What follows belongs to an exercise in optimizing a design on an open flow for small area; a production flow would make more cautious choices. Only simulation tests tie the RTL to the original design; equivalence was not proved. Power is estimated from default activity; no workload was simulated.

==> run R <==
==> flow/design.v (excerpt) <==
module Top_project (
    input clk,
    input reset,
    input [1:0] sw,
    input btnL,
    btnR,
    btnU,
    btnD,
    input rx,
    output tx,
    output [3:0] led,
    output [3:0] fnd_comm,
    output [7:0] fnd_font
);
    wire mode = sw[1];
    reg [5:0] bc;
    assign led = {mode & sw[0], mode & ~sw[0], ~mode & sw[0], ~mode & ~sw[0]};
    reg [1:0] cq;
    wire first = (cq == 2'd0) & (bc == 6'd0);
    always @(posedge clk, posedge reset) begin
        if (reset) cq <= 2'd0;
        else cq <= {cq[1] ^ (~first & cq[0]), cq[0] ^ ~first};
    end
    wire t4 = cq[1] & cq[0];
    wire [3:0] w_ms1, w_ms10;
    wire w_ms1_wrap = t4 & w_ms1[3] & w_ms1[0];
    wire w_c0_next = w_ms1_wrap & w_ms10[3] & w_ms10[0];
    digit10 W_MS1 (.clk(clk), .reset(reset), .clr(1'b0), .e(t4), .q(w_ms1));
    digit10 W_MS10 (.clk(clk), .reset(reset), .clr(1'b0), .e(w_ms1_wrap), .q(w_ms10));
    wire t16 = t4 & w_ms1[0] & (w_ms1[1] ^ w_ms10[0]);
    reg [2:0] sel;
    always @(posedge clk, posedge reset) begin
        if (reset) sel <= 3'd0;
        else sel <= {sel[2] ^ (t16 & sel[1] & sel[0]), sel[1] ^ (t16 & sel[0]), sel[0] ^ t16};
    end
    wire bc_top = bc[5] & bc[4] & bc[2] & bc[0];   
    always @(posedge clk, posedge reset) begin
        if (reset) bc <= 6'd0;
        else if (bc_top) bc <= 6'd0;
        else bc <= bc + 6'd1;
    end
    wire bc_lo0 = ~bc[5] & ~bc[4] & ~bc[3];
    wire tick = (cq != 2'd0) & bc_lo0 & ~bc[2] & ~bc[1] & ~bc[0];
    wire bc4 = bc_lo0 & bc[2] & ~bc[1] & ~bc[0];
    wire bc5 = bc_lo0 & bc[2] & ~bc[1] & bc[0];
    wire bc1 = bc_lo0 & ~bc[2] & ~bc[1] & bc[0];
    reg [3:0] rh, rl;
    reg [7:0] rdata;
    wire r_idle = ~rl[3] & (rh == 4'd0);
    wire r_end = tick & rh[3] & rh[1] & ~rl[3] & rl[2] & rl[1] & rl[0];
    wire rl15 = &rl;
    wire r_sample = tick & rl15 & (rh[3] ? ~rh[1] & ~rh[0] : (rh[2] | rh[1] | rh[0]));
    always @(posedge clk, posedge reset) begin
        if (reset) begin
            rh <= 4'd0;
            rl <= 4'd0;
        end else if (r_idle) begin
  ...
Settings: LEC_CHECK=0, CAP_MARGIN=20, CORE_MARGIN=2, CORE_UTILIZATION=40, SLEW_MARGIN=20; clock period 12.0 ns.
standard.sh (not shown) runs the stock make flow with config.mk's settings and CLKGATE_MAP_FILE= SYNTH_SCRIPT=/design/flow/synth_recipe.tcl, a recipe that flattens the netlist after the stock synthesis.
==> flow/flow/run.sh <==
#!/bin/bash
# The standard layout flow (standard.sh, unchanged synthesis), with port
# buffers of the smallest buffer cell and a custom clock tree.
bash standard.sh \
  "BUFFER_PORTS_ARGS=-buffer_cell sky130_fd_sc_hd__buf_1" \
  "CTS_ARGS=-sink_clustering_enable -repair_clock_nets -buf_list sky130_fd_sc_hd__clkbuf_8 -sink_clustering_size 30 -sink_clustering_max_diameter 150 -dont_use_dummy_load" \
  finish > standard.log 2>&1
==> inputs of run M, as changes to run R <==
--- a/flow/design.v
+++ b/flow/design.v
@@ -12,17 +12,21 @@
     output [3:0] led,
     output [3:0] fnd_comm,
     output [7:0] fnd_font
 );
     wire mode = sw[1];
-    reg [5:0] bc;
     assign led = {mode & sw[0], mode & ~sw[0], ~mode & sw[0], ~mode & ~sw[0]};
+    reg started;
     reg [1:0] cq;
-    wire first = (cq == 2'd0) & (bc == 6'd0);
     always @(posedge clk, posedge reset) begin
-        if (reset) cq <= 2'd0;
-        else cq <= {cq[1] ^ (~first & cq[0]), cq[0] ^ ~first};
+        if (reset) begin
+            started <= 1'b0;
+            cq <= 2'd0;
+        end else begin
+            started <= 1'b1;
+            cq <= {cq[1] ^ (started & cq[0]), cq[0] ^ started};
+        end
     end
     wire t4 = cq[1] & cq[0];
     wire [3:0] w_ms1, w_ms10;
     wire w_ms1_wrap = t4 & w_ms1[3] & w_ms1[0];
     wire w_c0_next = w_ms1_wrap & w_ms10[3] & w_ms10[0];
@@ -32,21 +36,21 @@
     reg [2:0] sel;
     always @(posedge clk, posedge reset) begin
         if (reset) sel <= 3'd0;
         else sel <= {sel[2] ^ (t16 & sel[1] & sel[0]), sel[1] ^ (t16 & sel[0]), sel[0] ^ t16};
     end
+    reg [5:0] bc;
     wire bc_top = bc[5] & bc[4] & bc[2] & bc[0];   
     always @(posedge clk, posedge reset) begin
         if (reset) bc <= 6'd0;
         else if (bc_top) bc <= 6'd0;
         else bc <= bc + 6'd1;
     end
     wire bc_lo0 = ~bc[5] & ~bc[4] & ~bc[3];
-    wire tick = (cq != 2'd0) & bc_lo0 & ~bc[2] & ~bc[1] & ~bc[0];
+    wire tick = started & bc_lo0 & ~bc[2] & ~bc[1] & ~bc[0];
     wire bc4 = bc_lo0 & bc[2] & ~bc[1] & ~bc[0];
     wire bc5 = bc_lo0 & bc[2] & ~bc[1] & bc[0];
-    wire bc1 = bc_lo0 & ~bc[2] & ~bc[1] & bc[0];
     reg [3:0] rh, rl;
     reg [7:0] rdata;
     wire r_idle = ~rl[3] & (rh == 4'd0);
     wire r_end = tick & rh[3] & rh[1] & ~rl[3] & rl[2] & rl[1] & rl[0];
     wire rl15 = &rl;
@@ -67,35 +71,37 @@
     end
     always @(posedge clk) begin
         if (r_sample) rdata <= {rx, rdata[7:1]};
     end
     reg [3:0] th, tl;
-    reg [2:0] tp;
+    reg [7:0] tdata;
     reg tx_reg;
     wire t_idle = th[3] & th[1];
     wire t_load = th[3] & th[1] & th[0] & bc4;
-    wire tl0 = (tl == 4'd0);
-    wire c_pulse = (th == 4'd0) & tl0 & bc5;
-    wire t_data = (th != 4'd0) & ~(th[3] & (th[1] | th[0]));   
-    wire t_read = bc1 & tl0 & t_data;
+    wire c_pulse = (th == 4'd0) & (tl == 4'd0) & bc5;
+    wire tl15 = &tl;
     always @(posedge clk, posedge reset) begin
         if (reset) begin
             th <= 4'd10;
+            tl <= 4'd0;
             tx_reg <= 1'b1;
         end else begin
-            if (r_end) th <= 4'd11;
-            else if (t_load) th <= 4'd0;
-            else if (tick & ~t_idle & (&tl)) th <= th + 4'd1;
-            if ((bc1 & tl0) | c_pulse) tx_reg <= (th[3] & (th[1] | th[0])) | ((th != 4'd0) & rdata[tp]);
+            if (r_end) begin
+                th <= 4'd11;
+                tl <= 4'd0;
+            end else if (t_load) begin
+                th <= 4'd0;
+            end else if (tick & ~t_idle) begin
+                tl <= tl + 4'd1;
+                if (tl15) th <= th + 4'd1;
+            end
+            tx_reg <= (th[3] & (th[1] | th[0])) | ((th != 4'd0) & tdata[0]);
         end
     end
     always @(posedge clk) begin
-        if (r_end) tl <= 4'd0;
-        else if (tick & ~t_idle) tl <= tl + 4'd1;
-        if (r_end) tp <= 3'd0;
-        else if (t_read) tp <= tp + 3'd1;
-        else if (r_sample) tp <= tp - 3'd1;
+        if (t_load) tdata <= rdata;
+        else if (tick & tl15 & (th != 4'd0)) tdata <= {1'b0, tdata[7:1]};
     end
     assign tx = tx_reg;
     wire c_v = c_pulse & ~rdata[7] & rdata[6];
     wire c_L = c_v & ((rdata[4] & rdata[3:0] == 4'h2) | (~rdata[4] & rdata[3:0] == 4'h8));
     wire c_R = c_v & ~rdata[4] & (rdata[3:0] == 4'h3);
@@ -194,21 +200,31 @@
             w_c1 <= w_s1_wrap & w_s10[2] & w_s10[0];
             w_c2 <= w_m1_wrap & w_m10[2] & w_m10[0];
         end
     end
     assign fnd_comm = {~(sel[1] & sel[0]), ~(sel[1] & ~sel[0]), ~(~sel[1] & sel[0]), ~(~sel[1] & ~sel[0])};
+    wire [3:0] ms1 = mode ? w_ms1 : s_ms1;
     wire [3:0] ms10 = mode ? w_ms10 : s_ms10;
-    reg [3:0] a0, a1, b0, b1;
+    wire [3:0] s1 = mode ? w_s1 : s_s1;
+    wire [2:0] s10 = mode ? w_s10 : s_s10;
+    wire [3:0] m1 = mode ? w_m1 : s_m1;
+    wire [2:0] m10 = mode ? w_m10 : s_m10;
+    wire [3:0] h1 = mode ? w_h1 : s_h1;
+    wire [1:0] h10 = mode ? w_h10 : s_h10;
+    reg [3:0] d;
     always @(*) begin
-        case (sel[1:0])
-            2'd0: begin a0 = s_ms1; a1 = s_m1; b0 = w_ms1; b1 = w_m1; end
-            2'd1: begin a0 = s_ms10; a1 = {1'b0, s_m10}; b0 = w_ms10; b1 = {1'b0, w_m10}; end
-            2'd2: begin a0 = s_s1; a1 = s_h1; b0 = w_s1; b1 = w_h1; end
-            default: begin a0 = {1'b0, s_s10}; a1 = {2'b00, s_h10}; b0 = {1'b0, w_s10}; b1 = {2'b00, w_h10}; end
+        case ({sw[0], sel[1:0]})
+            3'd0: d = ms1;
+            3'd1: d = ms10;
+            3'd2: d = s1;
+            3'd3: d = {1'b0, s10};
+            3'd4: d = m1;
+            3'd5: d = {1'b0, m10};
+            3'd6: d = h1;
+            default: d = {2'b00, h10};
         endcase
     end
-    wire [3:0] d = mode ? (sw[0] ? b1 : b0) : (sw[0] ? a1 : a0);
     wire [6:0] seg;
     assign seg[0] = (d[2] & ~d[1] & ~d[0]) | (~d[3] & ~d[2] & ~d[1] & d[0]);
     assign seg[1] = (d[2] & ~d[1] & d[0]) | (d[2] & d[1] & ~d[0]);
     assign seg[2] = ~d[2] & d[1] & ~d[0];
     assign seg[3] = (d[2] & ~d[1] & ~d[0]) | (d[2] & d[1] & d[0]) | (~d[3] & ~d[2] & ~d[1] & d[0]);
==> flow/flow/run.sh (replaced) <==
#!/bin/bash
# Standard layout flow, unchanged.
bash standard.sh > standard.log 2>&1
==> inputs of run H, as changes to run R <==
==> flow/flow/run.sh (replaced) <==
#!/bin/bash
# The standard layout flow (standard.sh, unchanged synthesis), with:
# - port buffers of the smallest buffer cell,
# - a clock tree of clkbuf_4 without dummy loads.
bash standard.sh \
  "BUFFER_PORTS_ARGS=-buffer_cell sky130_fd_sc_hd__buf_1" \
  "CTS_ARGS=-sink_clustering_enable -repair_clock_nets -buf_list sky130_fd_sc_hd__clkbuf_4 -dont_use_dummy_load" \
  finish > standard.log 2>&1
==> inputs of run G, as changes to run R <==
--- a/flow/design.v
+++ b/flow/design.v
@@ -12,17 +12,21 @@
     output [3:0] led,
     output [3:0] fnd_comm,
     output [7:0] fnd_font
 );
     wire mode = sw[1];
-    reg [5:0] bc;
     assign led = {mode & sw[0], mode & ~sw[0], ~mode & sw[0], ~mode & ~sw[0]};
+    reg started;
     reg [1:0] cq;
-    wire first = (cq == 2'd0) & (bc == 6'd0);
     always @(posedge clk, posedge reset) begin
-        if (reset) cq <= 2'd0;
-        else cq <= {cq[1] ^ (~first & cq[0]), cq[0] ^ ~first};
+        if (reset) begin
+            started <= 1'b0;
+            cq <= 2'd0;
+        end else begin
+            started <= 1'b1;
+            cq <= {cq[1] ^ (started & cq[0]), cq[0] ^ started};
+        end
     end
     wire t4 = cq[1] & cq[0];
     wire [3:0] w_ms1, w_ms10;
     wire w_ms1_wrap = t4 & w_ms1[3] & w_ms1[0];
     wire w_c0_next = w_ms1_wrap & w_ms10[3] & w_ms10[0];
@@ -32,21 +36,21 @@
     reg [2:0] sel;
     always @(posedge clk, posedge reset) begin
         if (reset) sel <= 3'd0;
         else sel <= {sel[2] ^ (t16 & sel[1] & sel[0]), sel[1] ^ (t16 & sel[0]), sel[0] ^ t16};
     end
+    reg [5:0] bc;
     wire bc_top = bc[5] & bc[4] & bc[2] & bc[0];   
     always @(posedge clk, posedge reset) begin
         if (reset) bc <= 6'd0;
         else if (bc_top) bc <= 6'd0;
         else bc <= bc + 6'd1;
     end
     wire bc_lo0 = ~bc[5] & ~bc[4] & ~bc[3];
-    wire tick = (cq != 2'd0) & bc_lo0 & ~bc[2] & ~bc[1] & ~bc[0];
+    wire tick = started & bc_lo0 & ~bc[2] & ~bc[1] & ~bc[0];
     wire bc4 = bc_lo0 & bc[2] & ~bc[1] & ~bc[0];
     wire bc5 = bc_lo0 & bc[2] & ~bc[1] & bc[0];
-    wire bc1 = bc_lo0 & ~bc[2] & ~bc[1] & bc[0];
     reg [3:0] rh, rl;
     reg [7:0] rdata;
     wire r_idle = ~rl[3] & (rh == 4'd0);
     wire r_end = tick & rh[3] & rh[1] & ~rl[3] & rl[2] & rl[1] & rl[0];
     wire rl15 = &rl;
@@ -67,35 +71,37 @@
     end
     always @(posedge clk) begin
         if (r_sample) rdata <= {rx, rdata[7:1]};
     end
     reg [3:0] th, tl;
-    reg [2:0] tp;
+    reg [7:0] tdata;
     reg tx_reg;
     wire t_idle = th[3] & th[1];
     wire t_load = th[3] & th[1] & th[0] & bc4;
-    wire tl0 = (tl == 4'd0);
-    wire c_pulse = (th == 4'd0) & tl0 & bc5;
-    wire t_data = (th != 4'd0) & ~(th[3] & (th[1] | th[0]));   
-    wire t_read = bc1 & tl0 & t_data;
+    wire c_pulse = (th == 4'd0) & (tl == 4'd0) & bc5;
+    wire tl15 = &tl;
     always @(posedge clk, posedge reset) begin
         if (reset) begin
             th <= 4'd10;
+            tl <= 4'd0;
             tx_reg <= 1'b1;
         end else begin
-            if (r_end) th <= 4'd11;
-            else if (t_load) th <= 4'd0;
-            else if (tick & ~t_idle & (&tl)) th <= th + 4'd1;
-            if ((bc1 & tl0) | c_pulse) tx_reg <= (th[3] & (th[1] | th[0])) | ((th != 4'd0) & rdata[tp]);
+            if (r_end) begin
+                th <= 4'd11;
+                tl <= 4'd0;
+            end else if (t_load) begin
+                th <= 4'd0;
+            end else if (tick & ~t_idle) begin
+                tl <= tl + 4'd1;
+                if (tl15) th <= th + 4'd1;
+            end
+            tx_reg <= (th[3] & (th[1] | th[0])) | ((th != 4'd0) & tdata[0]);
         end
     end
     always @(posedge clk) begin
-        if (r_end) tl <= 4'd0;
-        else if (tick & ~t_idle) tl <= tl + 4'd1;
-        if (r_end) tp <= 3'd0;
-        else if (t_read) tp <= tp + 3'd1;
-        else if (r_sample) tp <= tp - 3'd1;
+        if (t_load) tdata <= rdata;
+        else if (tick & tl15 & (th != 4'd0)) tdata <= {1'b0, tdata[7:1]};
     end
     assign tx = tx_reg;
     wire c_v = c_pulse & ~rdata[7] & rdata[6];
     wire c_L = c_v & ((rdata[4] & rdata[3:0] == 4'h2) | (~rdata[4] & rdata[3:0] == 4'h8));
     wire c_R = c_v & ~rdata[4] & (rdata[3:0] == 4'h3);
@@ -194,21 +200,31 @@
             w_c1 <= w_s1_wrap & w_s10[2] & w_s10[0];
             w_c2 <= w_m1_wrap & w_m10[2] & w_m10[0];
         end
     end
     assign fnd_comm = {~(sel[1] & sel[0]), ~(sel[1] & ~sel[0]), ~(~sel[1] & sel[0]), ~(~sel[1] & ~sel[0])};
+    wire [3:0] ms1 = mode ? w_ms1 : s_ms1;
     wire [3:0] ms10 = mode ? w_ms10 : s_ms10;
-    reg [3:0] a0, a1, b0, b1;
+    wire [3:0] s1 = mode ? w_s1 : s_s1;
+    wire [2:0] s10 = mode ? w_s10 : s_s10;
+    wire [3:0] m1 = mode ? w_m1 : s_m1;
+    wire [2:0] m10 = mode ? w_m10 : s_m10;
+    wire [3:0] h1 = mode ? w_h1 : s_h1;
+    wire [1:0] h10 = mode ? w_h10 : s_h10;
+    reg [3:0] d;
     always @(*) begin
-        case (sel[1:0])
-            2'd0: begin a0 = s_ms1; a1 = s_m1; b0 = w_ms1; b1 = w_m1; end
-            2'd1: begin a0 = s_ms10; a1 = {1'b0, s_m10}; b0 = w_ms10; b1 = {1'b0, w_m10}; end
-            2'd2: begin a0 = s_s1; a1 = s_h1; b0 = w_s1; b1 = w_h1; end
-            default: begin a0 = {1'b0, s_s10}; a1 = {2'b00, s_h10}; b0 = {1'b0, w_s10}; b1 = {2'b00, w_h10}; end
+        case ({sw[0], sel[1:0]})
+            3'd0: d = ms1;
+            3'd1: d = ms10;
+            3'd2: d = s1;
+            3'd3: d = {1'b0, s10};
+            3'd4: d = m1;
+            3'd5: d = {1'b0, m10};
+            3'd6: d = h1;
+            default: d = {2'b00, h10};
         endcase
     end
-    wire [3:0] d = mode ? (sw[0] ? b1 : b0) : (sw[0] ? a1 : a0);
     wire [6:0] seg;
     assign seg[0] = (d[2] & ~d[1] & ~d[0]) | (~d[3] & ~d[2] & ~d[1] & d[0]);
     assign seg[1] = (d[2] & ~d[1] & d[0]) | (d[2] & d[1] & ~d[0]);
     assign seg[2] = ~d[2] & d[1] & ~d[0];
     assign seg[3] = (d[2] & ~d[1] & ~d[0]) | (d[2] & d[1] & d[0]) | (~d[3] & ~d[2] & ~d[1] & d[0]);
==> flow/run.sh (new file) <==
#!/bin/bash
# synth_recipe.tcl (not shown) runs the flow's synth.tcl, then flattens the netlist and writes it again
# the make line also repeats each setting of config.mk as NAME=value (left out here)
make -C /OpenROAD-flow-scripts/flow DESIGN_CONFIG=/design/flow/config.mk WORK_HOME=/design/flow/orfs CLKGATE_MAP_FILE= SYNTH_SCRIPT=/design/flow/synth_recipe.tcl finish
- CTS_BUF_LIST: default -> sky130_fd_sc_hd__clkbuf_4
- CTS_CLUSTER_SIZE: default -> 40
removed: flow/flow/run.sh
removed: flow/standard.sh
==> qor summary <==
	run G	run M	run R	run H
Number of instances in the synthesized netlist	612	612	633	633
Slew at the pin closest to its max-slew limit	0.852 ns	0.848 ns	0.981 ns	1.01 ns
Dpl cells	839	839	856	856
Final net count	676	676	700	700
Vias after detailed routing	4556	4531	4715	4697
Count of clock-net buffers in the final layout	22	25	17	17
Crit path buf inv count	3	3	2	2
Cell area after technology mapping	6650 um2	6650 um2	6490 um2	6490 um2
Number of antenna violations at the first check in global routing	0	0	0	1
Final critical path time including I/O delays and setup	7.72 ns	7.72 ns	7.19 ns	7.21 ns
Leakage power	3.23 nW	3.37 nW	3.07 nW	3.02 nW
Run status	no timing/DRC/antenna violations	no timing/DRC/antenna violations	no timing/DRC/antenna violations	no timing/DRC/antenna violations
Adder and majority gate portion of the synthesized area	5.46%	5.46%	6.28%	6.28%
Overall power	1.22 mW	1.44 mW	0.807 mW	0.738 mW
Mean Syn Cell Area	10.9 um2	10.9 um2	10.3 um2	10.3 um2
Share of the final layout cell area in multi-input gates	42.2%	40.5%	44.8%	45.5%
Total number of sequential cells	130	130	124	124
Startpoint of the worst hold path	rdata[5]$_DFFE_PP_	rdata[5]$_DFFE_PP_	rdata[6]$_DFFE_PP_	U_dD.n[3]$_DFF_PP0_

## separate check: timing with driven ports
The results above use ideal ports. As a check the final layouts listed here were re-extracted and re-timed, cells and wires unchanged.
Step 1 (the two cells are an assumption about what drives the block):
set clk [get_ports {clk}]
set_driving_cell -lib_cell sky130_fd_sc_hd__clkbuf_16 $clk
set_driving_cell -lib_cell sky130_fd_sc_hd__buf_2 [delete_from_list [all_inputs] $clk]
Step 2 moves the port delays by t, midway between the first and last clock arrival at a register: inputs arrive t later, outputs are due t later. That takes back most of the time a late clock gives input paths.
a / b / c = ideal ports / drivers / drivers and shift; a / b = the first two.
| run | shift t [ns] | setup WS [ns] | worst slew at a driven data input, ns |
|---|---|---|---|
| run R | 0.456 | 4.805 / 4.778 / 4.778 | 0.04 |
| run M | 0.453 | 4.275 / 4.248 / 4.248 | 0.04 |
| run H | 0.538 | 4.788 / 4.761 / 4.761 | 0.04 |
| run G | 0.540 | 4.277 / 4.250 / 4.250 | 0.04 |
After both steps every run listed still meets setup and hold.
